This design comes from an exercise in tuning for small area on the open sky130 flow, not from production work.
RTL that was checked went through simulation tests only; none was proved equivalent to the original.
Only the layout flow was run in runs 1, 2 and 6; the RTL was not checked for function there.
The clock cells of runs 2 to 6 come from the design's own scripts or RTL, not from TritonCTS.
No driver is modelled on the clock port, so clock power and skew are understated where the tree is cut down; a real chip needs a root buffer or a tree.
Power figures rest on the tool's default switching activity, not on a simulated workload.

==> design/flow/design.v <==
module puls_gen(CLK, RST_N, KEY, PULS);
	input CLK;
	input RST_N;
	input KEY;
	output PULS;
	reg delay_KEY;
	always @(posedge CLK) begin
		if(!RST_N) begin
			delay_KEY <= 1'b1;
		end else begin
			delay_KEY <= KEY;
		end
	end
	assign PULS = ({delay_KEY, KEY} == 2'b10) ? 1'b0 : 1'b1;
endmodule
module dec_7seg(IN, OUT);
	input [3:0] IN;
	output [6:0] OUT;
	wire [3:0] d = IN;
	assign OUT[0] = (d[3] & ~d[1]) | (d[2] & ~d[1]);
	assign OUT[1] = (~d[3] & d[1] & ~d[0]);
	assign OUT[2] = (d[3] & d[2] & d[0]);
	assign OUT[3] = (~d[1]);
	assign OUT[4] = ~((d[2] & d[1]));
	assign OUT[5] = (d[3] & ~d[1]) | (d[3] & d[0]);
	assign OUT[6] = (~d[3] & d[1] & d[0]) | (~d[2] & ~d[1]);
endmodule
module dig_inc(IN, OUT);
	input [3:0] IN;
	output [3:0] OUT;
	wire [3:0] d = IN;
	assign OUT[0] = (d[3] & ~d[2]) | (d[3] & d[0]);
	assign OUT[1] = ~((~d[3] & d[2] & d[1]) | (~d[2] & d[0]));
	assign OUT[2] = (~d[2]);
	assign OUT[3] = (~d[3] & d[1] & d[0]) | (d[3] & d[2]) | (~d[2] & ~d[1]);
endmodule
module dig_is9(IN, OUT);
	input [3:0] IN;
	output OUT;
	wire [3:0] d = IN;
	assign OUT = (d[3] & ~d[2] & d[1] & ~d[0]);
endmodule
module dig_is1(IN, OUT);
	input [3:0] IN;
	output OUT;
	wire [3:0] d = IN;
	assign OUT = (d[3] & ~d[1]);
endmodule
module dec_2bit(IN, OUT);
	input [1:0] IN;
	output [6:0] OUT;
	assign OUT = (IN == 2'd0) ? 7'b1000000 :
	             (IN == 2'd1) ? 7'b1111001 :
	             (IN == 2'd2) ? 7'b0100100 : 7'b0110000;
endmodule
module game(CLK, DEBUG, CHANGE, STOP, ENTER, RESET, LEDR, LEDG, HEX7, HEX6, HEX5, HEX4, HEX3, HEX2, HEX1, HEX0);
	input CLK, DEBUG;
	input CHANGE, STOP, ENTER, RESET;
	output [17:0] LEDR;
	output [8:0] LEDG;
	output [6:0] HEX7, HEX6, HEX5, HEX4, HEX3, HEX2, HEX1, HEX0;
	reg [1:0] state;
	reg [3:0] pos;     
	reg lr;
	reg [3:0] ph;      
	reg [8:0] blk;
	reg [8:0] m;
	reg [8:0] pre;     
	reg [3:0] h0, h1;  
	reg [3:0] s0;      
	reg [1:0] s1;      
	localparam [3:0] DIG0 = 4'd7;          
	localparam [8:0] M0   = 9'b000010001;  
	localparam [8:0] PRE0 = 9'b111101111;  
	wire change, enter, stop;
	puls_gen puls_change(CLK, RESET, CHANGE, change);
	puls_gen puls_enter(CLK, RESET, ENTER, enter);
	puls_gen puls_stop(CLK, RESET, STOP, stop);
	wire run  = (state == 2'd1);
	wire over = (pos == 4'd0) || (pos == 4'd15);
	wire ph4  = (ph == 4'b1110);
	wire ph14 = (ph == 4'b1000);
	wire mv   = run && ph4 && (blk == 9'd0);
	wire [8:0] mdn = {~(m[0] ^ m[5]), m[8:1]};
	wire last = (m == 9'd0);
	wire tick = run && pre[8] && pre[7] && pre[6] && pre[4] && pre[3] && pre[2] && pre[0];
	wire [3:0] h0n, h1n, s0n;
	wire h0w, h1w, s0w, s01;
	dig_inc inc_h0(h0, h0n);
	dig_inc inc_h1(h1, h1n);
	dig_inc inc_s0(s0, s0n);
	dig_is9 is9_h0(h0, h0w);
	dig_is9 is9_h1(h1, h1w);
	dig_is9 is9_s0(s0, s0w);
	dig_is1 is1_s0(s0, s01);
	wire sw = (s1 == 2'd3) && s01;
	wire v = (state != 2'd0) || !(&ph);
	wire [3:0] posn = lr ? pos + 4'd1 : pos - 4'd1;
	wire [3:0] pflip = (state == 2'd0) ? (pos ^ 4'd8) : mv ? (pos ^ posn) : 4'd0;
	always @(posedge CLK)
		pos <= pos ^ pflip;
	always @(posedge CLK) begin
		if (!RESET) begin
			state <= 2'd0;
			lr <= 1'b0;
			ph <= 4'b1111;
			blk <= M0;
			m <= M0;
			pre <= PRE0;
			h0 <= DIG0; h1 <= DIG0; s0 <= DIG0; s1 <= 2'd0;
		end else begin
			case (state)
				2'd0: begin
					state <= enter ? 2'd0 : 2'd1;
					ph <= 4'b0000;
				end
				2'd1: state <= over ? 2'd3 : (!stop) ? 2'd2 : 2'd1;
				2'd2: state <= (!stop) ? 2'd1 : 2'd2;
				default: ;
			endcase
			if (run) begin
				if (!change) lr <= ~lr;
				if (mv) begin
					m <= mdn;
					ph <= last ? 4'b1111 : 4'b0000;
					blk <= mdn;
				end else begin
					ph <= {ph[2:0], ~(ph[3] ^ ph[2])};
					if (ph14) blk <= {~(blk[0] ^ blk[5]), blk[8:1]};
				end
				pre <= tick ? PRE0 : {pre[7:0], ~(pre[8] ^ pre[4])};
			end
			if (tick) begin
				h0 <= h0n;
				if (h0w) begin
					h1 <= h1n;
					if (h1w) begin
						s0 <= sw ? DIG0 : s0n;
						s1 <= sw ? 2'd0 : s0w ? s1 + 2'd1 : s1;
					end
				end
			end
		end
	end
	genvar i;
	generate for (i = 0; i < 16; i = i + 1) begin : led
		assign LEDR[i+1] = v && (pos == i);
	end endgenerate
	assign LEDR[0] = v;
	assign LEDR[17] = v;
	assign LEDG = 9'd0;
	assign HEX6 = 7'h7f;
	assign HEX5 = 7'h7f;
	assign HEX4 = 7'h7f;
	dec_2bit dec_state(state, HEX7);
	dec_2bit HEX_sec_10(s1, HEX3);
	dec_7seg HEX_sec_1(s0, HEX2);
	dec_7seg HEX_msec_10(h1, HEX1);
	dec_7seg HEX_msec_1(h0, HEX0);
endmodule
==> design/flow/flow/run.sh <==
#!/bin/bash
# Standard ORFS flow with these changes:
# - synthesis without half/full-adder extraction, run once with each ABC
#   script in flow/abc_*.script; the script giving the smallest cell area is
#   used for the layout (every run has the same registers, only the
#   combinational mapping differs);
# - one shared tie cell per constant value (SKIP_REPAIR_TIE_FANOUT);
# - the smallest buffer (buf_1) for the port buffers;
# - a clock tree of one level of clock buffers (flow/cts.tcl) in place of
#   clock_tree_synthesis.
set -euo pipefail
HERE=$PWD
LIB="$FLOW_HOME/platforms/$FLOW_PLATFORM/lib/sky130_fd_sc_hd__tt_025C_1v80.lib"
RES="$HERE/orfs/results/$FLOW_PLATFORM/game/base"

prepare_scripts() {
  rm -rf "$HERE/myscripts"
  cp -r "$FLOW_HOME/scripts" "$HERE/myscripts"
  cp "$1" "$HERE/myscripts/abc_area.script"
  cp "$HERE/flow/cts.tcl" "$HERE/myscripts/cts.tcl"
}

best=""
best_area=""
for s in "$HERE"/flow/abc_*.script; do
  name=$(basename "$s" .script)
  prepare_scripts "$s"
  rm -rf "$HERE/orfs"
  bash standard.sh SCRIPTS_DIR="$HERE/myscripts" ADDER_MAP_FILE= synth > "$HERE/synth_$name.log" 2>&1 || continue
  a=$(python3 "$HERE/flow/area.py" "$LIB" "$RES/1_2_yosys.v")
  echo "$name $a" >> "$HERE/synth_areas.txt"
  if [[ -z "$best" ]] || python3 -c "import sys; sys.exit(0 if $a < $best_area else 1)"; then
    best=$s
    best_area=$a
  fi
done
echo "best: $best $best_area" >> "$HERE/synth_areas.txt"

prepare_scripts "$best"
rm -rf "$HERE/orfs"
bash standard.sh SCRIPTS_DIR="$HERE/myscripts" ADDER_MAP_FILE= synth > "$HERE/synth.log" 2>&1
bash standard.sh SCRIPTS_DIR="$HERE/myscripts" CLOCK_BUFFER=sky130_fd_sc_hd__clkbuf_8 CLOCK_GROUPS=3 SKIP_REPAIR_TIE_FANOUT=1 "BUFFER_PORTS_ARGS=-buffer_cell sky130_fd_sc_hd__buf_1" finish > "$HERE/layout.log" 2>&1
==> design/flow/flow/abc_a3.script <==
strash
dch
amap
topo
==> design/flow/flow/abc_b2.script <==
strash
dch -f
map -a
strash
dch -f
map -a
strash
dch -f
map -a
topo
==> design/flow/flow/abc_b5.script <==
strash
dch -f
map -a
strash
dch -f
map -a
strash
dch -f
map -a
strash
dch -f
map -a
strash
dch -f
map -a
topo
==> design/flow/flow/abc_b6.script <==
strash
dch -f
amap
strash
dch -f
amap
strash
dch -f
amap
topo
==> design/flow/flow/abc_c1.script <==
strash
dch
map -a
strash
dch
map -a
strash
dch
map -a
topo
==> design/flow/flow/abc_c4.script <==
strash
dch -f
map -a
strash
dch -f
amap
strash
dch -f
map -a
topo
==> design/flow/flow/area.py <==
# Prints the standard-cell area of a mapped netlist, leaving out buffers
# (the flow removes synthesis buffers before placement).
import re, sys
lib = open(sys.argv[1]).read()
area = {}
for m in re.finditer(r'cell\s*\(\s*"?(\w+)"?\s*\)', lib):
    a = re.search(r'area\s*:\s*([\d.]+)', lib[m.end():m.end() + 30000])
    if a:
        area[m.group(1)] = float(a.group(1))
net = open(sys.argv[2]).read()
tot = 0.0
for c in re.findall(r'^\s*(sky130_fd_sc_hd__\w+)\s+\S+\s*\(', net, re.M):
    if not re.match(r'sky130_fd_sc_hd__buf_\d+$', c):
        tot += area.get(c, 0.0)
print('%.3f' % tot)
==> design/flow/flow/cts.tcl <==
utl::set_metrics_stage "cts__{}"
source $::env(SCRIPTS_DIR)/load.tcl
source $::env(SCRIPTS_DIR)/lec_check.tcl
erase_non_stage_variables cts
load_design 3_place.odb 3_place.sdc
source_step_tcl PRE CTS

# Clone clock tree inverters next to register loads
# so cts does not try to buffer the inverted clocks.
repair_clock_inverters

proc save_progress { stage } {
  puts "Run 'make gui_$stage.odb' to load progress snapshot"
  orfs_write_db $::env(RESULTS_DIR)/$stage.odb
  orfs_write_sdc $::env(RESULTS_DIR)/$stage.sdc
}

# Run CTS
set cts_args [list \
  -sink_clustering_enable \
  -repair_clock_nets]

append_env_var cts_args CTS_BUF_DISTANCE -distance_between_buffers 1
append_env_var cts_args CTS_CLUSTER_SIZE -sink_clustering_size 1
append_env_var cts_args CTS_CLUSTER_DIAMETER -sink_clustering_max_diameter 1
append_env_var cts_args CTS_BUF_LIST -buf_list 1
append_env_var cts_args CTS_LIB_NAME -library 1


if { [env_var_exists_and_non_empty CTS_ARGS] } {
  set cts_args $::env(CTS_ARGS)
}

set_dont_use $::env(DONT_USE_CELLS)

proc clock_buffers { cell k } {
  set block [ord::get_db_block]
  set clk_pin [lindex [[lindex [all_clocks] 0] sources] 0]
  set clk_net [[$block findBTerm [get_full_name $clk_pin]] getNet]
  set master [[ord::get_db] findMaster $cell]
  set sinks [$clk_net getITerms]
  set n [llength $sinks]
  set xs {}
  set ys {}
  foreach iterm $sinks {
    lassign [[$iterm getInst] getLocation] x y
    lappend xs $x
    lappend ys $y
  }
  # initial centres: sinks spread along the sorted x order
  set order [lsort -integer -indices $xs]
  set cx {}
  set cy {}
  for { set j 0 } { $j < $k } { incr j } {
    set i [lindex $order [expr { int(($j + 0.5) * $n / $k) }]]
    lappend cx [lindex $xs $i]
    lappend cy [lindex $ys $i]
  }
  for { set it 0 } { $it < 30 } { incr it } {
    set asg {}
    for { set i 0 } { $i < $n } { incr i } {
      set best 0
      set bd -1
      for { set j 0 } { $j < $k } { incr j } {
        set dx [expr { [lindex $xs $i] - [lindex $cx $j] }]
        set dy [expr { [lindex $ys $i] - [lindex $cy $j] }]
        set d [expr { abs($dx) + abs($dy) }]
        if { $bd < 0 || $d < $bd } {
          set bd $d
          set best $j
        }
      }
      lappend asg $best
    }
    for { set j 0 } { $j < $k } { incr j } {
      set sx 0
      set sy 0
      set c 0
      for { set i 0 } { $i < $n } { incr i } {
        if { [lindex $asg $i] == $j } {
          set sx [expr { $sx + [lindex $xs $i] }]
          set sy [expr { $sy + [lindex $ys $i] }]
          incr c
        }
      }
      if { $c > 0 } {
        lset cx $j [expr { $sx / $c }]
        lset cy $j [expr { $sy / $c }]
      }
    }
  }
  for { set j 0 } { $j < $k } { incr j } {
    set inst [odb::dbInst_create $block $master clkbuf_leaf_$j]
    set net [odb::dbNet_create $block clknet_leaf_$j]
    $net setSigType CLOCK
    set c 0
    for { set i 0 } { $i < $n } { incr i } {
      if { [lindex $asg $i] == $j } {
        set iterm [lindex $sinks $i]
        $iterm disconnect
        $iterm connect $net
        incr c
      }
    }
    [$inst findITerm A] connect $clk_net
    [$inst findITerm X] connect $net
    $inst setLocation [lindex $cx $j] [lindex $cy $j]
    $inst setPlacementStatus PLACED
    puts "clock buffer $j ($cell) drives $c clock pins"
  }
}
clock_buffers $::env(CLOCK_BUFFER) $::env(CLOCK_GROUPS)
set_propagated_clock [all_clocks]

utl::push_metrics_stage "cts__{}__pre_repair_timing"
log_cmd estimate_parasitics -placement
if { $::env(DETAILED_METRICS) } {
  report_metrics 4 "cts pre-repair-timing"
}
utl::pop_metrics_stage

set_placement_padding -global \
  -left $::env(CELL_PAD_IN_SITES_DETAIL_PLACEMENT) \
  -right $::env(CELL_PAD_IN_SITES_DETAIL_PLACEMENT)

set result [catch { detailed_placement } msg]
if { $result != 0 } {
  save_progress 4_1_error
  error "Detailed placement failed in CTS: $msg"
}

log_cmd estimate_parasitics -placement

if { $::env(CTS_SNAPSHOTS) } {
  save_progress 4_1_pre_repair_hold_setup
}

if { !$::env(SKIP_CTS_REPAIR_TIMING) } {
  if { $::env(EQUIVALENCE_CHECK) } {
    write_eqy_verilog 4_before_rsz.v
  }
  if { $::env(LEC_CHECK) } {
    write_lec_verilog 4_before_rsz_lec.v
  }

  repair_timing_helper

  if { $::env(EQUIVALENCE_CHECK) } {
    run_equivalence_test
  }
  if { $::env(LEC_CHECK) } {
    write_lec_verilog 4_after_rsz_lec.v
    run_lec_test 4_rsz 4_before_rsz_lec.v 4_after_rsz_lec.v
  }

  set result [catch { detailed_placement } msg]
  if { $result != 0 } {
    save_progress 4_1_error
    error "Detailed placement failed in CTS: $msg"
  }

  check_placement -verbose
}

report_metrics 4 "cts final"

source_step_tcl POST CTS

orfs_write_db $::env(RESULTS_DIR)/4_1_cts.odb
orfs_write_sdc $::env(RESULTS_DIR)/4_cts.sdc
==> design/flow/standard.sh <==
#!/bin/bash
# synth_recipe.tcl (not shown) runs the flow's synth.tcl, then flattens the netlist and writes it again
# the make line also repeats each setting of config.mk as NAME=value (left out here)
make -C /OpenROAD-flow-scripts/flow DESIGN_CONFIG=/design/flow/config.mk WORK_HOME=/design/flow/orfs CLKGATE_MAP_FILE= SYNTH_SCRIPT=/design/flow/synth_recipe.tcl "${@:-finish}"
==> design/flow/config.mk <==
export PLATFORM = sky130hd
export DESIGN_NAME = game
export DESIGN_NICKNAME = game
export VERILOG_FILES = /design/flow/design.v
export SDC_FILE = /design/flow/constraint.sdc
export NUM_CORES = 4
export LEC_CHECK = 0
export ABC_AREA = 1
export CAP_MARGIN = 20
export CORE_MARGIN = 2
export CORE_UTILIZATION = 85
export SLEW_MARGIN = 20
==> design/flow/constraint.sdc <==
create_clock -name core_clock -period 10.0 [get_ports {CLK}]
set_input_delay 2.0000 -clock core_clock [delete_from_list [all_inputs] [get_ports {CLK}]]
set_output_delay 2.0000 -clock core_clock [all_outputs]
set_load 0.01 [all_outputs]
==> results of run 1 <==
-- cell families after synthesis --
family                 count (synthesis)  share of synthesized area [%]
AND/OR/NAND/NOR                      130                           20.5
flip-flops                            55                           41.1
AO/OA/AOI/OAI                         86                           20.8
other                                  2                          0.280
buffers and inverters                 87                           17.2
==> results by group, run 1 <==
Synth
  • Part of the Yosys area used for sequential elements: about 41%
  • Primary flip-flop cell chosen by synthesis mapping: sky130_fd_sc_hd__dfxtp_1
  • Count of unique library cells instantiated by Yosys: 28
  • Summed instance area of the synthesized netlist: approximately 2700 µm²
  • Synth area leader: sky130_fd_sc_hd__dfxtp_1
  • Post-Synthesis Net Count: between 300 and 400
  • Synth warn: 2
  • Async S/R FF share, synth: 0%
  • Main area contributors after synthesis: sky130_fd_sc_hd__dfxtp_1 (41%), sky130_fd_sc_hd__buf_4 (10%), sky130_fd_sc_hd__nor2_1 (9.7%)
  • Top-area cell type share of the netlist area: roughly two fifths
  • Count of mapped cells out of synthesis: 360
  • Leading cell type by number of instances after synthesis: sky130_fd_sc_hd__nor2_1
  • Most used standard cells in the synthesized netlist: sky130_fd_sc_hd__nor2_1 (69), sky130_fd_sc_hd__dfxtp_1 (55), sky130_fd_sc_hd__clkinv_1 (49)
  • Post-synthesis average cell area: 7.44 µm²
  • EDFF count, synth: 0
  • Number of flip-flops and latches in the synthesized netlist: between 50 and 60

Outcome
  • Tool Error: [ERROR GPL-0301] Utilization 102.114 % exceeds 100%.
  • Last stage reached: 3_1_place_gp_skip_io
  • Status: did not finish

Floorplan
  • Initial standard-cell utilization of the core: roughly 88%
  • Die width: 60.1 µm
  • Chip Height: approximately 60 µm
  • Number of placement rows: 20
==> run 2: changes to the inputs <==
--- a/design/flow/flow/run.sh
+++ b/design/flow/flow/run.sh
@@ -40,3 +40,3 @@
 rm -rf "$HERE/orfs"
 bash standard.sh SCRIPTS_DIR="$HERE/myscripts" ADDER_MAP_FILE= synth > "$HERE/synth.log" 2>&1
-bash standard.sh SCRIPTS_DIR="$HERE/myscripts" CLOCK_BUFFER=sky130_fd_sc_hd__clkbuf_8 CLOCK_GROUPS=3 SKIP_REPAIR_TIE_FANOUT=1 "BUFFER_PORTS_ARGS=-buffer_cell sky130_fd_sc_hd__buf_1" finish > "$HERE/layout.log" 2>&1
+bash standard.sh SCRIPTS_DIR="$HERE/myscripts" CLOCK_BUFFER=sky130_fd_sc_hd__clkbuf_16 CLOCK_GROUPS=2 SKIP_REPAIR_TIE_FANOUT=1 "BUFFER_PORTS_ARGS=-buffer_cell sky130_fd_sc_hd__buf_1" finish > "$HERE/layout.log" 2>&1
--- a/design/flow/config.mk
+++ b/design/flow/config.mk
@@ -9,4 +9,4 @@
 export CAP_MARGIN = 20
 export CORE_MARGIN = 2
-export CORE_UTILIZATION = 85
+export CORE_UTILIZATION = 75
 export SLEW_MARGIN = 20
==> results by group, run 2 <==
GRT
  • First-pass GRT wire length: between 8 and 9 mm
  • Via count of the first global-routing pass: around 2.1k
  • Global route overflow: 0
  • GRT Total Usage: between 20% and 30%
  • Number of antenna violations at the first check in global routing: 0
  • Largest net degree at the start of global routing: 33

Detailed routing
  • Post-detailed-route count of antenna-violating nets: 0
  • First DRT Iteration DRCs: 190
  • DR pass1 iterations: 4
  • Residual DRC: 0
  • Vias after detailed routing: approximately 2.4k
  • Post-Route WL: 5.18 mm
  • Drt wl/cell: 12.2 µm
  • Via-per-instance ratio: ~5.7

Timing
  • Peak clock frequency supported by timing: about 240 MHz
  • Setup-failing EPs final: 0
  • Relative max-transition margin: approximately 40%
  • Unrepaired setup endpoints after global routing: false
  • Period utilization: between 40% and 50%
  • Setup Total Neg Slack: 0 ns
  • Max Transition Viols Final: 0
  • Post-route minimum period: ~4.2 ns
  • Final Hold Fails: 0
  • Worst-margin pin slew: roughly 0.9 ns
  • Worst clock skew: between 0.015 and 0.02 ns

Power and ir drop
  • Static power due to leakage: roughly 0.95 nW
  • Sequential share of power: approximately 64%
  • Cell Pwr Density: about 130 nW/µm²
  • IR drop worst, VDD: between 0.1 and 0.15 mV
  • Fraction of power spent switching nets: a little under a quarter
  • Internal power contribution: between 0.0002 and 0.0003 W
  • Clk pwr share: 25.8%
  • Switching Power: ~0.000086 W
  • Design Power: approximately 0.00036 W
  • Comb pwr share: about a tenth

Cells and area
  • Number of fill cells: 241
  • Fin cells: 426
  • Most frequent cells in the layout: sky130_fd_sc_hd__nor2_1 (69), sky130_fd_sc_hd__dfxtp_1 (55), sky130_fd_sc_hd__buf_1 (55)
  • Top Registers: blk: 9 flops, m: 9 flops, pre: 9 flops
  • Commonest non-fill, non-tap cell in the layout: sky130_fd_sc_hd__nor2_1
  • Proportion of layout cells with a drive suffix above 1: less than 1%
  • Antenna diode count: 0
  • Area Overhead vs Synth: 1.64%
  • Summed area of non-filler cells in the final layout: roughly 2700 µm²
  • Final-stage net count: roughly 390

Synth
  • Number of flip-flops and latches in the synthesized netlist: 55 (unchanged)
  • EDFF count, synth: 0 (unchanged)
  • Count of unique library cells instantiated by Yosys: 28 (unchanged)
  • Post-synthesis average cell area: 7.44 µm² (unchanged)
  • Top-area cell type share of the netlist area: 41.1% (unchanged)
  • Leading cell type by number of instances after synthesis: sky130_fd_sc_hd__nor2_1
  • Part of the Yosys area used for sequential elements: 41.1% (unchanged)
  • Main area contributors after synthesis: sky130_fd_sc_hd__dfxtp_1 (41%), sky130_fd_sc_hd__buf_4 (10%), sky130_fd_sc_hd__nor2_1 (9.7%)
  • Count of mapped cells out of synthesis: 360 (unchanged)
  • Most used standard cells in the synthesized netlist: sky130_fd_sc_hd__nor2_1 (69), sky130_fd_sc_hd__dfxtp_1 (55), sky130_fd_sc_hd__clkinv_1 (49)
  • Synth area leader: sky130_fd_sc_hd__dfxtp_1
  • Synth warn: 2 (unchanged)
  • Summed instance area of the synthesized netlist: 2680 µm² (unchanged)
  • Post-Synthesis Net Count: 366 (unchanged)
  • Primary flip-flop cell chosen by synthesis mapping: sky130_fd_sc_hd__dfxtp_1
  • Async S/R FF share, synth: 0% (unchanged)

Worst setup path
  • Crit path depth: 5
  • Critical Path Slowest Stage Cell: sky130_fd_sc_hd__clkinv_1
  • Worst-path cell chain: buf_1 > clkinv_1 > nor2_1 > a21oi_1 > o21bai_1
  • Gate family responsible for the most delay along the worst path: buffers and inverters
  • Critical path arrival: 4.26 ns
  • Worst reg2reg path endpoint: s1[0]
  • CP max FO: 31
  • Reg2Reg Depth: 12
  • Delay of the slowest critical-path stage: about 0.96 ns
  • Element type at the critical path end: register
  • Data required time of the worst path: slightly above 10 ns
  • Category of the worst setup path launch point: input pin
  • Path type of the worst setup path: input pin to register
  • Register-to-Register Setup Slack: 6.65 ns
  • Beginning of the worst register-to-register path: state[1]
  • Combined buffer and inverter count along the critical path: 2

Worst hold path
  • Worst Hold Path EP: state[0]
  • Hold Path Cell Cnt: 2
  • HP Class: register to register
  • Hold Path Origin: puls_enter.delay_KEY

Floorplan
  • Initial standard-cell utilization of the core: 79.0% (-9.4 points)
  • Chip Height: 63.8 µm (+6.0%)
  • Num ports: 89
  • Number of placement rows: 21 (+5.0%)
  • Die outline area: around 4100 µm²
  • Core Area: 3390 µm²
  • Die width: 63.8 µm (+6.0%)

Clock network
  • Cts-stage hold buffer count: 0
  • Skew-Pair Late Insertion Delay: around 0.17 ns
  • Number of gates resized after cts: 0
  • Post-CTS clock slew at the launch and capture registers of the worst setup and hold paths: around 0.11 ns
  • Count of buffers added by post-CTS timing repair for setup: 0

Outcome
  • Status: finished clean

Placed design
  • Placed Cells incl. Taps: approximately 420
  • Cell Area, Placed: around 2700 µm²
  • Global placement routability congestion: approximately 0.80
  • Count of port buffers added during placement: 55
  • Final HPWL DP: between 3 and 4 mm

Flow run
  • Count of maximum capacitance violations: 0
-- run 2: layout make-up --
class                           count  area, µm²  share of cell area (%)
Timing Repair Buffer               56        214                    7.86
Inverter                           49        184                    6.76
Multi-Input combinational cell    218       1110                    41.0
Buffer                              2       50.0                    1.84
Tap cell                           46       57.6                    2.11
Sequential cell                    55       1100                    40.5
-- run 2: worst max-delay path by stage --
stage          startpoint       to  slack [ns]
5_1_grt             RESET    s0[2]        5.51
4_1_cts             RESET    s0[2]        5.80
3_5_place_dp        RESET    s0[2]        5.63
2_1_floorplan    state[1]  HEX7[3]        6.59
3_3_place_gp        RESET    s0[2]        5.62
6_report            RESET    s0[2]        5.80
-- run 2: tightest hold or removal path: cells and delay by family, from the launching register on --
kind             cells  cell delay, ns
flip-flops           1            0.32
AO/OA/AOI/OAI        1            0.06
AND/OR/NAND/NOR      1            0.05
-- run 2: layer usage --
metal	vias to the layer above	GRT usage, %	part of all wire (%)
li1	1235	-	-
met4	0	3.26	0.89
met5	-	0	0
met2	85	48.0	48
met1	1101	33.6	44
met3	5	1.23	7.1
-- run 2: power groups by stage --
stage | sequential, W | combinational (W) | clock (W)
final | 0.000230 | 0.0000358 | 0.0000923
after global routing | 0.000231 | 0.0000404 | 0.0000993
after CTS | 0.000230 | 0.0000355 | 0.0000910
after detailed placement | 0.000235 | 0.0000353 | 0
after global placement | 0.000234 | 0.0000344 | 0
after floorplan | 0.000234 | 0.0000373 | 0
-- run 2: through the flow --
| step | hold WS [ns] | setup WS, ns | util [%] |
|---|---|---|---|
| after floorplan | 0.432 | 6.59 | - |
| after global placement | 0.444 | 5.62 | 78.8 |
| after detailed placement | 0.449 | 5.63 | 78.8 |
| after CTS | 0.465 | 5.80 | 80.3 |
| after global routing | 0.505 | 5.51 | 80.3 |
| final | 0.464 | 5.80 | 80.3 |
-- run 2: logic make-up after synthesis --
kind of cell | share of synthesized area, %
flip-flops | 41.1
buffers and inverters | 17.2
AND/OR/NAND/NOR | 20.5
AO/OA/AOI/OAI | 20.8
other | 0.280
==> run 3: changes to the inputs <==
--- a/design/flow/design.v
+++ b/design/flow/design.v
@@ -80,6 +80,6 @@
 	wire over = (pos == 4'd0) || (pos == 4'd15);
 	wire ph4  = (ph == 4'b1110);
-	wire ph14 = (ph == 4'b1000);
-	wire mv   = run && ph4 && (blk == 9'd0);
+	wire bz   = (blk == 9'd0);
+	wire mv   = run && ph4 && bz;
 	wire [8:0] mdn = {~(m[0] ^ m[5]), m[8:1]};
 	wire last = (m == 9'd0);
@@ -127,5 +127,5 @@
 				end else begin
 					ph <= {ph[2:0], ~(ph[3] ^ ph[2])};
-					if (ph14) blk <= {~(blk[0] ^ blk[5]), blk[8:1]};
+					if (ph4) blk <= {~(blk[0] ^ blk[5]), blk[8:1]};
 				end
 				pre <= tick ? PRE0 : {pre[7:0], ~(pre[8] ^ pre[4])};
==> design/flow/flow/abc_d2.script (new file) <==
strash
dch
amap
strash
dch
amap
strash
dch
amap
topo
==> design/flow/flow/abc_d3.script (new file) <==
strash
dch
map -a
strash
dch
amap
strash
dch
map -a
topo
==> design/flow/flow/abc_d5.script (new file) <==
strash
dch -f
map -a
strash
dch -f
map -a
strash
dch -f
map -a
strash
dch -f
map -a
strash
dch -f
map -a
strash
dch -f
map -a
strash
dch -f
map -a
topo
==> design/flow/flow/abc_d6.script (new file) <==
strash
dc2
map -a
strash
dch
map -a
strash
dch
map -a
topo
==> results by group, run 3 <==
Outcome
  • Status: finished clean

Detailed routing
  • Post-Route WL: 5.16 mm (-0.50%)
  • Via-per-instance ratio: 5.53 (-2.9%)
  • Post-detailed-route count of antenna-violating nets: 0 (unchanged)
  • First DRT Iteration DRCs: 160 (-16%)
  • DR pass1 iterations: 4 (unchanged)
  • Residual DRC: 0 (unchanged)
  • Drt wl/cell: 11.9 µm (-2.1%)
  • Vias after detailed routing: 2394 (-1.3%)

Clock network
  • Cts-stage hold buffer count: 0 (unchanged)
  • Skew-Pair Late Insertion Delay: 0.16 ns (about the same)
  • Count of buffers added by post-CTS timing repair for setup: 0 (unchanged)
  • Number of gates resized after cts: 0 (unchanged)
  • Post-CTS clock slew at the launch and capture registers of the worst setup and hold paths: 0.10 ns (about the same)

Synth
  • Main area contributors after synthesis: sky130_fd_sc_hd__dfxtp_1 (42%), sky130_fd_sc_hd__buf_4 (10%), sky130_fd_sc_hd__a21oi_1 (8.1%)
  • Count of unique library cells instantiated by Yosys: 27 (-3.6%)
  • Part of the Yosys area used for sequential elements: 41.5% (+0.41 points)
  • Summed instance area of the synthesized netlist: 2650 µm² (-0.98%)
  • EDFF count, synth: 0 (unchanged)
  • Synth warn: 2 (unchanged)
  • Top-area cell type share of the netlist area: 41.5% (+0.41 points)
  • Number of flip-flops and latches in the synthesized netlist: 55 (unchanged)
  • Primary flip-flop cell chosen by synthesis mapping: sky130_fd_sc_hd__dfxtp_1
  • Post-synthesis average cell area: 7.22 µm² (-2.9%)
  • Most used standard cells in the synthesized netlist: sky130_fd_sc_hd__dfxtp_1 (55), sky130_fd_sc_hd__nor2_1 (55), sky130_fd_sc_hd__nand2_1 (49)
  • Count of mapped cells out of synthesis: 367 (+1.9%)
  • Async S/R FF share, synth: 0% (unchanged)
  • Synth area leader: sky130_fd_sc_hd__dfxtp_1
  • Post-Synthesis Net Count: 373 (+1.9%)

Timing
  • Worst-margin pin slew: 0.855 ns (-0.0471 ns)
  • Final Hold Fails: 0 (unchanged)
  • Setup slack after layout: 6.37 ns (+0.574 ns)
  • Setup-failing EPs final: 0 (unchanged)
  • Setup Total Neg Slack: 0 ns (unchanged)
  • Relative max-transition margin: 42.8% (+2.9 points)
  • Peak clock frequency supported by timing: 275 MHz (+16%)
  • Period utilization: 36.3% (-5.7 points)
  • Unrepaired setup endpoints after global routing: false
  • Post-route minimum period: 3.63 ns (-0.574 ns)
  • Worst clock skew: 0.00725 ns (-0.00911 ns)
  • Max Transition Viols Final: 0 (unchanged)

Power and ir drop
  • IR drop worst, VDD: 0.155 mV (+13%)
  • Cell Pwr Density: 133 nW/µm² (+1.3%)
  • Static power due to leakage: 1.01 nW (+6.1%)

GRT
  • Largest net degree at the start of global routing: 30 (-9.1%)
  • Number of antenna violations at the first check in global routing: 0 (unchanged)
  • GRT Total Usage: 25.9% (+0.26 points)
  • Via count of the first global-routing pass: 2139 (+0.38%)
  • Global route overflow: 0 (unchanged)
  • First-pass GRT wire length: 9.00 mm (+0.93%)

Floorplan
  • Number of placement rows: 21 (unchanged)
  • Num ports: 89 (unchanged)
  • Die outline area: 4030 µm² (-0.92%)
  • Core Area: 3360 µm² (-0.78%)
  • Chip Height: 63.5 µm (-0.46%)
  • Initial standard-cell utilization of the core: 78.8% (-0.16 points)
  • Die width: 63.5 µm (-0.46%)

Cells and area
  • Antenna diode count: 0 (unchanged)
  • Top Registers: blk: 9 flops, m: 9 flops, pre: 9 flops
  • Number of fill cells: 262 (+8.7%)
  • Proportion of layout cells with a drive suffix above 1: 1.03% (+0.24 points)
  • Area Overhead vs Synth: 1.65% (about the same)
  • Final-stage net count: 395 (+1.8%)
  • Summed area of non-filler cells in the final layout: 2700 µm² (-0.97%)
  • Most frequent cells in the layout: sky130_fd_sc_hd__nor2_1 (55), sky130_fd_sc_hd__dfxtp_1 (55), sky130_fd_sc_hd__buf_1 (55)

Worst setup path
  • Critical Path Slowest Stage Cell: sky130_fd_sc_hd__clkinv_1
  • Element type at the critical path end: register
  • CP max FO: 26 (-16%)
  • Register-to-Register Setup Slack: 6.41 ns (-0.24 ns)
  • Gate family responsible for the most delay along the worst path: buffers and inverters
  • Critical path arrival: 3.69 ns (-0.57 ns)
  • Data required time of the worst path: 10.06 ns (about the same)
  • Delay of the slowest critical-path stage: 0.65 ns (-0.31 ns)
  • Category of the worst setup path launch point: input pin
  • Combined buffer and inverter count along the critical path: 3 (+1)
  • Worst-path cell chain: buf_1 > buf_4 > clkinv_1 > nor2_1 > a21oi_1 > o21bai_1
  • Path type of the worst setup path: input pin to register

Placed design
  • Global placement routability congestion: 0.821 (+3.0%)
  • Final HPWL DP: 3.76 mm (-0.61%)
  • Cell Area, Placed: 2650 µm² (-0.98%)
  • Count of port buffers added during placement: 55 (unchanged)
  • Pre-CTS worst setup slack: 6.19 ns (+0.563 ns)

Flow run
  • Count of maximum capacitance violations: 0 (unchanged)

Worst hold path
  • HP Class: register to register
-- run 3: cell families (layout without fill, tap and decap cells) --
group,after synthesis,count (layout),synth area share (%)
XOR/XNOR,3,3,0.991
buffers and inverters,81,101,16.6
other,2,2,0.283
flip-flops,55,55,41.5
AND/OR/NAND/NOR,132,132,20.5
AO/OA/AOI/OAI,94,94,20.2
-- run 3: worst paths after layout --
path | startpoint | to | cells past startpoint
setup / recovery | RESET | s0[2] | 6
hold / removal | pre[1] | pre[1] | 2
setup reg to reg | state[0] | s1[1] | 10
hold reg to reg | pre[1] | pre[1] | 2
-- run 3: stage by stage --
step                util (%)  instances  hold WS (ns)  total power (W)
floorplan                  -        367         0.429         0.000274
CTS                     80.1        433         0.472         0.000360
detailed placement      78.6        431         0.448         0.000274
global placement        78.6        431         0.440         0.000273
finish                  80.1        433         0.474         0.000359
global route            80.1        433         0.498         0.000374
-- run 3: worst reg2reg max path: cells and delay by family, from the launching register on --
family        cells  cell delay [ns]
xor+xnor          1             0.19
flops             1             0.40
simple gates      6             2.21
buf+inv           3             0.66
-- run 3: cell type report --
| cell class | instances | area [µm²] | share of cell area, % |
|---|---|---|---|
| Sequential cell | 55 | 1100 | 40.9 |
| Multi-Input combinational cell | 231 | 1110 | 41.2 |
| Inverter | 43 | 161 | 5.99 |
| Timing Repair Buffer | 56 | 214 | 7.94 |
| Tap cell | 46 | 57.6 | 2.14 |
| Buffer | 2 | 50.0 | 1.86 |
-- run 3: power breakdown --
part / switching (W) / total (W) / leakage (nW) / internal [W]
combinational: 0.0000268 / 0.0000374 / 0.538 / 0.0000107
sequential: 0.00000590 / 0.000233 / 0.448 / 0.000227
clock: 0.0000520 / 0.0000889 / 0.0246 / 0.0000369
total: 0.0000847 / 0.000359 / 1.01 / 0.000274
-- run 3: layer usage --
metal	vias up	wire length, µm	track usage [%]
li1	1242	-	-
met1	1076	2360	35.1
met2	72	2490	47.1
met3	4	268	1.07
met4	0	42	3.26
met5	-	0	0
==> run 4: changes to the inputs <==
--- a/design/flow/flow/run.sh
+++ b/design/flow/flow/run.sh
@@ -40,3 +40,3 @@
 rm -rf "$HERE/orfs"
 bash standard.sh SCRIPTS_DIR="$HERE/myscripts" ADDER_MAP_FILE= synth > "$HERE/synth.log" 2>&1
-bash standard.sh SCRIPTS_DIR="$HERE/myscripts" CLOCK_BUFFER=sky130_fd_sc_hd__clkbuf_16 CLOCK_GROUPS=2 SKIP_REPAIR_TIE_FANOUT=1 "BUFFER_PORTS_ARGS=-buffer_cell sky130_fd_sc_hd__buf_1" finish > "$HERE/layout.log" 2>&1
+bash standard.sh SCRIPTS_DIR="$HERE/myscripts" CLOCK_BUFFER=sky130_fd_sc_hd__buf_12 CLOCK_GROUPS=2 SKIP_REPAIR_TIE_FANOUT=1 "BUFFER_PORTS_ARGS=-buffer_cell sky130_fd_sc_hd__buf_1" finish > "$HERE/layout.log" 2>&1
==> design/flow/flow/abc_e4.script (new file) <==
strash
dch -f
map -a
strash
dch -f
amap
strash
dch -f
map -a
strash
dch -f
amap
strash
dch -f
map -a
strash
dch -f
amap
strash
dch -f
map -a
strash
dch -f
amap
topo
==> results by group, run 4 <==
Worst setup path
  • Register-to-Register Setup Slack: 6.31 ns (-0.10 ns)
  • Reg2Reg Depth: 13 (+3)
  • Worst reg2reg path endpoint: ph[3]
  • Worst-path cell chain: buf_1 > clkinv_1 > nor2_1 > o21ai_0 > nor3_1 > o22ai_1
  • Path type of the worst setup path: input pin to register
  • Delay of the slowest critical-path stage: 0.86 ns (+0.21 ns)
  • Element type at the critical path end: register
  • Beginning of the worst register-to-register path: state[1]
  • Critical path arrival: 4.31 ns (+0.62 ns)
  • Critical Path Slowest Stage Cell: sky130_fd_sc_hd__clkinv_1
  • Category of the worst setup path launch point: input pin
  • CP max FO: 27 (+3.8%)
  • Data required time of the worst path: 10.02 ns (-0.04 ns)

Detailed routing
  • Vias after detailed routing: 2328 (-2.8%)
  • Residual DRC: 0 (unchanged)
  • Via-per-instance ratio: 5.64 (+2.0%)
  • Post-detailed-route count of antenna-violating nets: 0 (unchanged)
  • Drt wl/cell: 12.1 µm (+1.8%)
  • DR pass1 iterations: 4 (unchanged)
  • Post-Route WL: 5.01 mm (-2.9%)
  • First DRT Iteration DRCs: 154 (-3.8%)

Cells and area
  • Area taken by multi-input logic gates: 1110 µm² (-0.23%)
  • Most frequent cells in the layout: sky130_fd_sc_hd__nor2_1 (65), sky130_fd_sc_hd__dfxtp_1 (55), sky130_fd_sc_hd__buf_1 (55)
  • Commonest non-fill, non-tap cell in the layout: sky130_fd_sc_hd__nor2_1
  • Final-stage net count: 375 (-5.1%)
  • Storage element area: 1100 µm² (unchanged)
  • Fin cells: 413 (-4.6%)
  • Antenna diode count: 0 (unchanged)
  • Util after Layout: 79.5% (-0.60 points)
  • Top Registers: blk: 9 flops, m: 9 flops, pre: 9 flops
  • Number of fill cells: 272 (+3.8%)
  • Area Overhead vs Synth: 1.57% (about the same)
  • Proportion of layout cells with a drive suffix above 1: 1.09% (+0.056 points)

GRT
  • Via count of the first global-routing pass: 1971 (-7.9%)
  • GRT Total Usage: 24.8% (-1.1 points)
  • Number of antenna violations at the first check in global routing: 0 (unchanged)
  • Global route overflow: 0 (unchanged)
  • First-pass GRT wire length: 8.50 mm (-5.6%)
  • Largest net degree at the start of global routing: 31 (+3.3%)

Timing
  • Final Hold Fails: 0 (unchanged)
  • Peak clock frequency supported by timing: 233 MHz (-15%)
  • Worst clock skew: 0.0106 ns (+0.00338 ns)
  • Worst hold-check slack: 0.476 ns (+0.00184 ns)
  • Post-route minimum period: 4.29 ns (+0.656 ns)
  • Setup Total Neg Slack: 0 ns (unchanged)
  • Unrepaired setup endpoints after global routing: false
  • Relative max-transition margin: 42.7% (-0.094 points)
  • Setup slack after layout: 5.71 ns (-0.656 ns)
  • Worst-margin pin slew: 0.860 ns (+0.00456 ns)
  • Max Transition Viols Final: 0 (unchanged)
  • Period utilization: 42.9% (+6.6 points)
  • Setup-failing EPs final: 0 (unchanged)

Synth
  • Part of the Yosys area used for sequential elements: 41.8% (+0.28 points)
  • Number of flip-flops and latches in the synthesized netlist: 55 (unchanged)
  • Top-area cell type share of the netlist area: 41.8% (+0.28 points)
  • Post-synthesis average cell area: 7.61 µm² (+5.4%)
  • Most used standard cells in the synthesized netlist: sky130_fd_sc_hd__nor2_1 (65), sky130_fd_sc_hd__dfxtp_1 (55), sky130_fd_sc_hd__clkinv_1 (39)
  • Async S/R FF share, synth: 0% (unchanged)
  • Primary flip-flop cell chosen by synthesis mapping: sky130_fd_sc_hd__dfxtp_1
  • EDFF count, synth: 0 (unchanged)
  • Summed instance area of the synthesized netlist: 2630 µm² (-0.66%)
  • Synth warn: 2 (unchanged)
  • Post-Synthesis Net Count: 352 (-5.6%)
  • Count of mapped cells out of synthesis: 346 (-5.7%)
  • Synth area leader: sky130_fd_sc_hd__dfxtp_1
  • Main area contributors after synthesis: sky130_fd_sc_hd__dfxtp_1 (42%), sky130_fd_sc_hd__buf_4 (10%), sky130_fd_sc_hd__nor2_1 (9.3%)
  • Leading cell type by number of instances after synthesis: sky130_fd_sc_hd__nor2_1
  • Count of unique library cells instantiated by Yosys: 32 (+19%)

Worst hold path
  • Hold Path Cell Cnt: 2 (unchanged)
  • HP Class: register to register
  • Hold Path Origin: blk[7]
  • Worst Hold Path EP: blk[7]

Floorplan
  • Chip Height: 63.3 µm (-0.31%)
  • Die width: 63.3 µm (-0.31%)
  • Num ports: 89 (unchanged)
  • Die outline area: 4000 µm² (-0.61%)
  • Initial standard-cell utilization of the core: 78.3% (-0.52 points)
  • Core Area: 3360 µm² (unchanged)
  • Number of placement rows: 21 (unchanged)

Clock network
  • Post-CTS clock slew at the launch and capture registers of the worst setup and hold paths: 0.11 ns (about the same)
  • Count of buffers added by post-CTS timing repair for setup: 0 (unchanged)
  • Number of gates resized after cts: 0 (unchanged)
  • Cts-stage hold buffer count: 0 (unchanged)
  • Skew-Pair Late Insertion Delay: 0.14 ns (-0.02 ns)

Flow run
  • Count of maximum capacitance violations: 0 (unchanged)

Placed design
  • Count of port buffers added during placement: 55 (unchanged)
  • Global placement routability congestion: 0.809 (-1.4%)
  • Final HPWL DP: 3.82 mm (+1.6%)
  • Pre-CTS worst setup slack: 5.59 ns (-0.600 ns)
  • Placed Cells incl. Taps: 411 (-4.6%)

Power and ir drop
  • IR drop worst, VDD: 0.141 mV (-8.9%)
  • Cell Pwr Density: 132 nW/µm² (-1.1%)
  • Static power due to leakage: 0.989 nW (-2.1%)

Outcome
  • Status: finished clean
-- run 4: changes by cell type in the layout (fill, tap and decap cells not counted), sizes merged, moves of 5 or more --
| cell | change |
|---|---|
| a21oi | -24 |
| nand2 | -21 |
| o21ai | -13 |
| nor2 | +10 |
| o221ai | +8 |
| o22ai | +8 |
| nor2b | +6 |
| nor3 | +5 |
-- run 4: cell type report --
class | instances | area share (%)
Sequential cell | 55 | 41.2
Multi-Input combinational cell | 214 | 41.4
Buffer | 2 | 1.50
Tap cell | 46 | 2.15
Timing Repair Buffer | 57 | 8.28
Inverter | 39 | 5.47
-- run 4: cell families (layout without fill, tap and decap cells) --
logic type	count (synthesis)	in the layout	synth area share, %
buffers and inverters	77	98	16.1
DFF	55	55	41.8
and+or+nand+nor	134	134	22.1
AOI/OAI and AO/OA	78	78	19.7
other	2	2	0.285
-- run 4: per-stage QoR --
step	instance area, µm²	total power, W
final	2680	0.000353
after global routing	2680	0.000368
after CTS	2680	0.000356
after detailed placement	2640	0.000273
after global placement	2640	0.000272
after floorplan	2630	0.000274
-- run 4: worst max-delay path by stage --
stage / cells past startpoint / endpoint / slack, ns / start
after floorplan: 11 / ph[3] / 5.86 / state[1]
after global placement: 6 / s0[1] / 5.58 / RESET
after detailed placement: 6 / s0[1] / 5.59 / RESET
after CTS: 6 / s0[1] / 5.76 / RESET
after global routing: 6 / s0[1] / 5.50 / RESET
final: 6 / s0[1] / 5.71 / RESET
-- run 4: power by group --
part	switching [W]	internal, W	total, W
logic	0.0000258	0.0000114	0.0000372
clock network	0.0000515	0.0000326	0.0000841
registers	0.00000539	0.000226	0.000231
-- run 4: critical path, delay by kind of cell --
| family | cells | cell delay, ns |
|---|---|---|
| simple gates | 2 | 0.59 |
| compound gates | 2 | 0.24 |
| buf+inv | 2 | 1.49 |
-- run 4: routing by layer --
metal	vias to the layer above	wire length (µm)	GRT usage, %
met5	-	0	0
li1	1209	-	-
met2	63	2440	48.1
met3	2	286	1.43
met1	1054	2250	31.7
met4	0	27	1.36
==> run 5: changes to the inputs <==
--- a/design/flow/config.mk
+++ b/design/flow/config.mk
@@ -7,6 +7,6 @@
 export LEC_CHECK = 0
 export ABC_AREA = 1
-export CAP_MARGIN = 20
+export CAP_MARGIN = 0
 export CORE_MARGIN = 2
 export CORE_UTILIZATION = 75
-export SLEW_MARGIN = 20
+export SLEW_MARGIN = 0
==> results by group, run 5 <==
Worst setup path
  • Crit path depth: 6 (unchanged)
  • Reg2Reg Depth: 13 (unchanged)
  • Worst-path cell chain: buf_1 > clkinv_1 > nor2_1 > o21ai_0 > nor3_1 > o22ai_1
  • Register-to-Register Setup Slack: 6.31 ns (about the same)
  • Capture point of the critical path: s0[1]
  • CP max FO: 27 (unchanged)
  • Critical Path Slowest Stage Cell: sky130_fd_sc_hd__clkinv_1
  • Combined buffer and inverter count along the critical path: 2 (unchanged)
  • Beginning of the worst register-to-register path: state[1]
  • Worst setup path start: RESET
  • Data required time of the worst path: 10.02 ns (about the same)
  • Element type at the critical path end: register
  • Path type of the worst setup path: input pin to register
  • Delay of the slowest critical-path stage: 0.86 ns (about the same)
  • Gate family responsible for the most delay along the worst path: buffers and inverters
  • Critical path arrival: 4.31 ns (about the same)
  • Category of the worst setup path launch point: input pin
  • Worst reg2reg path endpoint: ph[3]

Floorplan
  • Initial standard-cell utilization of the core: 78.3% (unchanged)
  • Die outline area: 4000 µm² (unchanged)
  • Chip Height: 63.3 µm (unchanged)
  • Number of placement rows: 21 (unchanged)
  • Core Area: 3360 µm² (unchanged)
  • Num ports: 89 (unchanged)
  • Die width: 63.3 µm (unchanged)

Cells and area
  • Area taken by multi-input logic gates: 1110 µm² (unchanged)
  • Storage element area: 1100 µm² (unchanged)
  • Antenna diode count: 0 (unchanged)
  • Proportion of layout cells with a drive suffix above 1: 1.09% (unchanged)
  • Final-stage net count: 375 (unchanged)
  • Top Registers: blk: 9 flops, m: 9 flops, pre: 9 flops
  • Number of fill cells: 272 (unchanged)
  • Area Overhead vs Synth: 1.57% (unchanged)
  • Commonest non-fill, non-tap cell in the layout: sky130_fd_sc_hd__nor2_1
  • Most frequent cells in the layout: sky130_fd_sc_hd__nor2_1 (65), sky130_fd_sc_hd__dfxtp_1 (55), sky130_fd_sc_hd__buf_1 (55)

GRT
  • GRT Total Usage: 24.8% (unchanged)
  • Largest net degree at the start of global routing: 31 (unchanged)
  • Number of antenna violations at the first check in global routing: 0 (unchanged)
  • Via count of the first global-routing pass: 1971 (unchanged)
  • First-pass GRT wire length: 8.50 mm (unchanged)
  • Global route overflow: 0 (unchanged)

Timing
  • Worst hold-check slack: 0.476 ns (unchanged)
  • Worst clock skew: 0.0106 ns (unchanged)
  • Setup Total Neg Slack: 0 ns (unchanged)
  • Max Transition Viols Final: 0 (unchanged)
  • Unrepaired setup endpoints after global routing: false
  • Worst-margin pin slew: 0.860 ns (unchanged)
  • Post-route minimum period: 4.29 ns (unchanged)
  • Period utilization: 42.9% (unchanged)
  • Final Hold Fails: 0 (unchanged)
  • Setup-failing EPs final: 0 (unchanged)
  • Relative max-transition margin: 42.7% (unchanged)
  • Peak clock frequency supported by timing: 233 MHz (unchanged)

Synth
  • Main area contributors after synthesis: sky130_fd_sc_hd__dfxtp_1 (42%), sky130_fd_sc_hd__buf_4 (10%), sky130_fd_sc_hd__nor2_1 (9.3%)
  • Number of flip-flops and latches in the synthesized netlist: 55 (unchanged)
  • Simple-gate share of the synthesized area: 22.1% (unchanged)
  • Count of unique library cells instantiated by Yosys: 32 (unchanged)
  • Xor/xnor share of the synthesized area: 0% (unchanged)
  • Synth area leader: sky130_fd_sc_hd__dfxtp_1
  • Leading cell type by number of instances after synthesis: sky130_fd_sc_hd__nor2_1
  • Area share of fa/ha/maj cells after synthesis: 0% (unchanged)
  • Most used standard cells in the synthesized netlist: sky130_fd_sc_hd__nor2_1 (65), sky130_fd_sc_hd__dfxtp_1 (55), sky130_fd_sc_hd__clkinv_1 (39)
  • EDFF count, synth: 0 (unchanged)
  • Summed instance area of the synthesized netlist: 2630 µm² (unchanged)
  • Post-Synthesis Net Count: 352 (unchanged)
  • Share of the synthesized area in compound gates (AO/OA/AOI/OAI): 19.7% (unchanged)
  • Primary flip-flop cell chosen by synthesis mapping: sky130_fd_sc_hd__dfxtp_1
  • Count of mapped cells out of synthesis: 346 (unchanged)
  • Top-area cell type share of the netlist area: 41.8% (unchanged)
  • Post-synthesis average cell area: 7.61 µm² (unchanged)
  • Share of synthesized area spent on multiplexers: 0% (unchanged)
  • Largest family of logic cells by synthesized area: simple AND/OR/NAND/NOR gates
  • Async S/R FF share, synth: 0% (unchanged)
  • Synth warn: 2 (unchanged)
  • Part of the Yosys area used for sequential elements: 41.8% (unchanged)

Placed design
  • Final HPWL DP: 3.82 mm (unchanged)
  • Count of port buffers added during placement: 55 (unchanged)
  • Global placement routability congestion: 0.809 (unchanged)

Clock network
  • Cts-stage hold buffer count: 0 (unchanged)
  • Count of buffers added by post-CTS timing repair for setup: 0 (unchanged)
  • Number of gates resized after cts: 0 (unchanged)
  • Skew-Pair Late Insertion Delay: 0.14 ns (about the same)
  • Post-CTS clock slew at the launch and capture registers of the worst setup and hold paths: 0.11 ns (about the same)

Power and ir drop
  • Static power due to leakage: 0.989 nW (unchanged)
  • IR drop worst, VDD: 0.141 mV (unchanged)
  • Cell Pwr Density: 132 nW/µm² (unchanged)
  • Sequential share of power: 65.6% (about the same)
  • Comb pwr share: 10.6% (about the same)
  • Switching Power: 0.0000827 W (unchanged)
  • Fraction of power spent switching nets: 23.5% (unchanged)
  • Internal power contribution: 0.000270 W (unchanged)
  • Clk pwr share: 23.9% (about the same)

Detailed routing
  • Vias after detailed routing: 2328 (unchanged)
  • DR pass1 iterations: 4 (unchanged)
  • First DRT Iteration DRCs: 154 (unchanged)
  • Post-detailed-route count of antenna-violating nets: 0 (unchanged)
  • Drt wl/cell: 12.1 µm (unchanged)
  • Via-per-instance ratio: 5.64 (unchanged)
  • Residual DRC: 0 (unchanged)
  • Post-Route WL: 5.01 mm (unchanged)

Worst hold path
  • HP Class: register to register

Outcome
  • Status: finished clean

Flow run
  • Count of maximum capacitance violations: 0 (unchanged)
## run 5: cell counts in the layout (fill, tap and decap cells not counted)
Identical to the previous run, type by type.
## run 5: routing by layer
layer	part of all wire (%)	vias to the layer above	GRT usage, %
met5	0	-	0
met1	45	1054	31.7
li1	-	1209	-
met2	49	63	48.1
met3	5.7	2	1.43
met4	0.54	0	1.36
## run 5: worst min-delay path by stage
stage,startpoint,endpoint,slack (ns),cells past startpoint
floorplan,pre[1],pre[1],0.44,2
global placement,pre[1],pre[1],0.46,2
global route,blk[2],blk[2],0.51,2
detailed placement,blk[7],blk[7],0.46,2
CTS,blk[7],blk[7],0.48,2
finish,blk[7],blk[7],0.48,2
## run 5: layout make-up
type                            instances  area share, %
Multi-Input combinational cell        214           41.4
Sequential cell                        55           41.2
Tap cell                               46           2.15
Timing Repair Buffer                   57           8.28
Buffer                                  2           1.50
Inverter                               39           5.47
## run 5: power by group through the flow
stage                logic, W  clock network (W)  registers, W
global placement    0.0000362                  0      0.000236
detailed placement  0.0000373                  0      0.000236
global route        0.0000419          0.0000939      0.000232
finish              0.0000372          0.0000841      0.000231
floorplan           0.0000388                  0      0.000235
CTS                 0.0000373          0.0000875      0.000231
## run 5: kinds of logic after synthesis
group / count (synthesis)
buffers and inverters: 77
other: 2
flip-flops: 55
AO/OA/AOI/OAI: 78
AND/OR/NAND/NOR: 134
## run 5: worst reg2reg max path, stage by stage, from the launching register on
cell and delay, ns:
sky130_fd_sc_hd__dfxtp_1 0.35, sky130_fd_sc_hd__clkinv_1 0.14, sky130_fd_sc_hd__nand2_1 0.28, sky130_fd_sc_hd__clkinv_1 0.31
sky130_fd_sc_hd__nand2_1 0.13, sky130_fd_sc_hd__nor3_1 0.19, sky130_fd_sc_hd__buf_4 0.19, sky130_fd_sc_hd__clkinv_1 0.23
sky130_fd_sc_hd__nor4_1 0.32, sky130_fd_sc_hd__buf_4 0.21, sky130_fd_sc_hd__clkinv_1 0.38, sky130_fd_sc_hd__a41oi_1 0.39
sky130_fd_sc_hd__nor2_1 0.10, sky130_fd_sc_hd__a221o_1 0.36
## run 5: through the flow
stage	utilization, %	instance area [µm²]	setup WS (ns)	std cells	power [W]
floorplan	-	2630	5.86	346	0.000274
global placement	78.3	2640	5.58	411	0.000272
detailed placement	78.3	2640	5.59	411	0.000273
CTS	79.5	2680	5.76	413	0.000356
global route	79.5	2680	5.50	413	0.000368
finish	79.5	2680	5.71	413	0.000353
==> run 6: changes to the inputs <==
--- a/design/flow/design.v
+++ b/design/flow/design.v
@@ -80,6 +80,6 @@
 	wire over = (pos == 4'd0) || (pos == 4'd15);
 	wire ph4  = (ph == 4'b1110);
-	wire bz   = (blk == 9'd0);
-	wire mv   = run && ph4 && bz;
+	wire ph14 = (ph == 4'b1000);
+	wire mv   = run && ph4 && (blk == 9'd0);
 	wire [8:0] mdn = {~(m[0] ^ m[5]), m[8:1]};
 	wire last = (m == 9'd0);
@@ -127,5 +127,5 @@
 				end else begin
 					ph <= {ph[2:0], ~(ph[3] ^ ph[2])};
-					if (ph4) blk <= {~(blk[0] ^ blk[5]), blk[8:1]};
+					if (ph14) blk <= {~(blk[0] ^ blk[5]), blk[8:1]};
 				end
 				pre <= tick ? PRE0 : {pre[7:0], ~(pre[8] ^ pre[4])};
--- a/design/flow/config.mk
+++ b/design/flow/config.mk
@@ -7,6 +7,6 @@
 export LEC_CHECK = 0
 export ABC_AREA = 1
-export CAP_MARGIN = 0
+export CAP_MARGIN = 20
 export CORE_MARGIN = 2
 export CORE_UTILIZATION = 75
-export SLEW_MARGIN = 0
+export SLEW_MARGIN = 20
removed: design/flow/flow/abc_d2.script
removed: design/flow/flow/abc_d3.script
removed: design/flow/flow/abc_d5.script
removed: design/flow/flow/abc_d6.script
removed: design/flow/flow/abc_e4.script
==> results by group, run 6 <==
Floorplan
  • Core Area: 3390 µm² (+0.78%)
  • Num ports: 89 (unchanged)
  • Die width: 63.8 µm (+0.77%)
  • Initial standard-cell utilization of the core: 79.0% (+0.68 points)
  • Chip Height: 63.8 µm (+0.77%)
  • Number of placement rows: 21 (unchanged)
  • Die outline area: 4060 µm² (+1.6%)

Synth
  • Top-area cell type share of the netlist area: 41.1% (-0.68 points)
  • Main area contributors after synthesis: sky130_fd_sc_hd__dfxtp_1 (41%), sky130_fd_sc_hd__buf_4 (10%), sky130_fd_sc_hd__nor2_1 (9.7%)
  • Post-Synthesis Net Count: 366 (+4.0%)
  • Primary flip-flop cell chosen by synthesis mapping: sky130_fd_sc_hd__dfxtp_1
  • Count of mapped cells out of synthesis: 360 (+4.0%)
  • Summed instance area of the synthesized netlist: 2680 µm² (+1.7%)
  • Leading cell type by number of instances after synthesis: sky130_fd_sc_hd__nor2_1
  • EDFF count, synth: 0 (unchanged)
  • Count of unique library cells instantiated by Yosys: 28 (-13%)
  • Part of the Yosys area used for sequential elements: 41.1% (-0.68 points)
  • Synth warn: 2 (unchanged)
  • Number of flip-flops and latches in the synthesized netlist: 55 (unchanged)
  • Post-synthesis average cell area: 7.44 µm² (-2.3%)
  • Synth area leader: sky130_fd_sc_hd__dfxtp_1
  • Most used standard cells in the synthesized netlist: sky130_fd_sc_hd__nor2_1 (69), sky130_fd_sc_hd__dfxtp_1 (55), sky130_fd_sc_hd__clkinv_1 (49)
  • Async S/R FF share, synth: 0% (unchanged)

Cells and area
  • Top Registers: blk: 9 flops, m: 9 flops, pre: 9 flops
  • Proportion of layout cells with a drive suffix above 1: 0.789% (-0.30 points)
  • Most frequent cells in the layout: sky130_fd_sc_hd__nor2_1 (69), sky130_fd_sc_hd__dfxtp_1 (55), sky130_fd_sc_hd__buf_1 (55)
  • Summed area of non-filler cells in the final layout: 2710 µm² (+1.4%)
  • Fin cells: 426 (+3.1%)
  • Final-stage net count: 388 (+3.5%)
  • Antenna diode count: 0 (unchanged)
  • Commonest non-fill, non-tap cell in the layout: sky130_fd_sc_hd__nor2_1
  • Area Overhead vs Synth: 1.26%

Power and ir drop
  • Sequential share of power: 65.2% (-0.4 points)
  • Static power due to leakage: 0.947 nW (-4.2%)
  • IR drop worst, VDD: 0.134 mV (-4.9%)
  • Fraction of power spent switching nets: 24.0% (+0.50 points)
  • Clk pwr share: 24.7% (+0.8 points)
  • Cell Pwr Density: 130 nW/µm² (-1.3%)
  • Internal power contribution: 0.000268 W (-0.65%)
  • Comb pwr share: 10.1% (-0.5 points)
  • Switching Power: 0.0000845 W (+2.2%)

Detailed routing
  • Post-Route WL: 5.19 mm (+3.7%)
  • Drt wl/cell: 12.2 µm (+0.55%)
  • Total routed wire length on the met1 layer: 2.27 mm (+1.1%)
  • DR pass1 iterations: 4 (unchanged)
  • Met2 layer wire length in the routed design: 2.52 mm (+3.1%)
  • Residual DRC: 0 (unchanged)
  • Vias after detailed routing: 2412 (+3.6%)
  • Met3 wirelength from detailed routing: 367 µm (+28%)
  • Post-detailed-route count of antenna-violating nets: 0 (unchanged)
  • Uppermost signal routing layer after detailed routing: met4
  • Via-per-instance ratio: 5.66 (+0.45%)
  • First DRT Iteration DRCs: 205 (+33%)

GRT
  • Number of antenna violations at the first check in global routing: 0 (unchanged)
  • Via count of the first global-routing pass: 2121 (+7.6%)
  • First-pass GRT wire length: 8.94 mm (+5.2%)
  • Global route overflow: 0 (unchanged)
  • GRT Total Usage: 25.8% (+0.95 points)
  • Largest net degree at the start of global routing: 33 (+6.5%)

Placed design
  • Count of port buffers added during placement: 55 (unchanged)
  • Global placement routability congestion: 0.797 (-1.5%)
  • Placed Cells incl. Taps: 424 (+3.2%)
  • Cell Area, Placed: 2670 µm² (+1.4%)
  • Pre-CTS worst setup slack: 5.63 ns (+0.0374 ns)
  • Final HPWL DP: 3.78 mm (-0.96%)

Worst hold path
  • Hold Path Origin: puls_enter.delay_KEY
  • HP Class: register to register
  • Worst Hold Path EP: state[0]
  • Hold Path Cell Cnt: 2 (unchanged)

Worst setup path
  • Path type of the worst setup path: input pin to register
  • Worst reg2reg path endpoint: s1[0]
  • Gate family responsible for the most delay along the worst path: buffers and inverters
  • Crit path depth: 5 (-1)
  • Element type at the critical path end: register
  • Delay of the slowest critical-path stage: 0.96 ns (+0.10 ns)
  • Category of the worst setup path launch point: input pin
  • Data required time of the worst path: 10.03 ns (about the same)
  • Combined buffer and inverter count along the critical path: 2 (unchanged)
  • Critical path arrival: 4.29 ns (-0.02 ns)
  • Critical Path Slowest Stage Cell: sky130_fd_sc_hd__clkinv_1
  • Worst-path cell chain: buf_1 > clkinv_1 > nor2_1 > a21oi_1 > o21bai_1
  • Register-to-Register Setup Slack: 6.67 ns (+0.36 ns)
  • Beginning of the worst register-to-register path: state[1]
  • CP max FO: 31 (+15%)
  • Reg2Reg Depth: 12 (-1)

Outcome
  • Status: finished clean

Timing
  • Final Hold Fails: 0 (unchanged)
  • Worst-margin pin slew: 0.886 ns (+0.0265 ns)
  • Relative max-transition margin: 40.9% (-1.8 points)
  • Setup Total Neg Slack: 0 ns (unchanged)
  • Setup slack after layout: 5.74 ns (+0.0267 ns)
  • Setup-failing EPs final: 0 (unchanged)
  • Max Transition Viols Final: 0 (unchanged)
  • Post-route minimum period: 4.26 ns (-0.0267 ns)
  • Unrepaired setup endpoints after global routing: false
  • Worst clock skew: 0.0180 ns (+0.00741 ns)
  • Peak clock frequency supported by timing: 235 MHz (+0.63%)
  • Period utilization: 42.6% (-0.27 points)

Clock network
  • Post-CTS clock slew at the launch and capture registers of the worst setup and hold paths: 0.12 ns (about the same)
  • Number of gates resized after cts: 0 (unchanged)
  • Count of buffers added by post-CTS timing repair for setup: 0 (unchanged)
  • Skew-Pair Late Insertion Delay: 0.15 ns (about the same)
  • Cts-stage hold buffer count: 0 (unchanged)

Flow run
  • Count of maximum capacitance violations: 0 (unchanged)
## run 6: cell types whose count changed after synthesis, moves of 3 or more
cell                       before  now
sky130_fd_sc_hd__clkinv_1      39   49
sky130_fd_sc_hd__o221ai_1       8   12
sky130_fd_sc_hd__o21ai_0       15   19
sky130_fd_sc_hd__and3_1         4    0
sky130_fd_sc_hd__nand3_1        8   11
sky130_fd_sc_hd__or4_1          3    0
sky130_fd_sc_hd__nor2_1        65   69
sky130_fd_sc_hd__nor3_1        13   10
sky130_fd_sc_hd__a221o_1        4    0
sky130_fd_sc_hd__o32ai_1        1    4
sky130_fd_sc_hd__nor2b_1        6    2
## run 6: power groups by stage
stage / Combinational [W] / Clock, W / Sequential (W)
after detailed placement: 0.0000353 / 0 / 0.000235
after global routing: 0.0000405 / 0.0000952 / 0.000231
final: 0.0000357 / 0.0000870 / 0.000230
after floorplan: 0.0000373 / 0 / 0.000234
after CTS: 0.0000355 / 0.0000867 / 0.000230
after global placement: 0.0000344 / 0 / 0.000234
## run 6: area by class of cell
type                       instances  area [µm²]
buffer                             2        40.0
fill                             243         678
inverter                          49         184
multi-input combinational        218        1110
sequential                        55        1100
tap                               46        57.6
timing repair buffer              56         214
## run 6: kinds of logic after synthesis
family,count (synthesis),synth area share (%)
AO/OA/AOI/OAI,86,20.8
buffers and inverters,87,17.2
AND/OR/NAND/NOR,130,20.5
other,2,0.280
flip-flops,55,41.1
## run 6: worst reg2reg max path, stage by stage (launching register included)
cell and delay [ns]:
sky130_fd_sc_hd__dfxtp_1 0.36, sky130_fd_sc_hd__clkinv_1 0.14, sky130_fd_sc_hd__nand2_1 0.29, sky130_fd_sc_hd__nor2_1 0.23
sky130_fd_sc_hd__nand4_1 0.30, sky130_fd_sc_hd__nor4_1 0.69, sky130_fd_sc_hd__clkinv_1 0.20, sky130_fd_sc_hd__nor2_1 0.20
sky130_fd_sc_hd__nand3_1 0.19, sky130_fd_sc_hd__nor2_1 0.20, sky130_fd_sc_hd__clkinv_1 0.13, sky130_fd_sc_hd__a22oi_1 0.21
sky130_fd_sc_hd__nor2_1 0.05
## run 6: routing by layer
| layer | global-route usage, % | vias up |
|---|---|---|
| li1 | - | 1236 |
| met1 | 34.1 | 1082 |
| met2 | 47.8 | 91 |
| met3 | 1.23 | 3 |
| met4 | 3.26 | 0 |
| met5 | 0 | - |
## run 6: stage by stage
| stage | power [W] | util (%) | hold slack, ns |
|---|---|---|---|
| CTS | 0.000352 | 80.0 | 0.466 |
| floorplan | 0.000271 | - | 0.432 |
| finish | 0.000353 | 80.0 | 0.464 |
| global route | 0.000367 | 80.0 | 0.505 |
| detailed placement | 0.000270 | 78.8 | 0.449 |
| global placement | 0.000269 | 78.8 | 0.444 |
## run 6: worst max path at each step
stage	slack, ns	from	to
after floorplan	6.59	state[1]	HEX7[3]
after global placement	5.62	RESET	s0[2]
after detailed placement	5.63	RESET	s0[2]
after CTS	5.78	RESET	s0[2]
after global routing	5.48	RESET	s0[2]
final	5.74	RESET	s0[2]

==> port drivers added, routing unchanged <==
In the flow no input, the clock included, has a driving cell. The finished layouts below were timed again as built, in two steps. Step 1 assumes that a clkbuf_16 drives the clock port and a buf_2 every other input. Step 2 times the ports against the registers' clock, not the clock port: input delays grow and output delays shrink by t, the midpoint of the rising clock arrivals with the driver on. Slacks: ideal / step 1 / step 2; pairs: ideal / step 1.
run | t (ns) | setup slack, ns | worst setup path after step 2
run 2 | 0.207 | 5.796 / 5.814 / 5.607 | input to register
run 3 | 0.202 | 6.370 / 6.390 / 6.190 | input to register
run 4 | 0.179 | 5.713 / 5.723 / 5.543 | input to register
run 5 | 0.179 | 5.713 / 5.723 / 5.543 | input to register
run 6 | 0.184 | 5.740 / 5.761 / 5.577 | input to register
After both steps setup and hold are still met in every run listed. The setup slack of run 2, which loses most, moves by +0.018 ns with the drivers and by -0.189 ns with both steps.
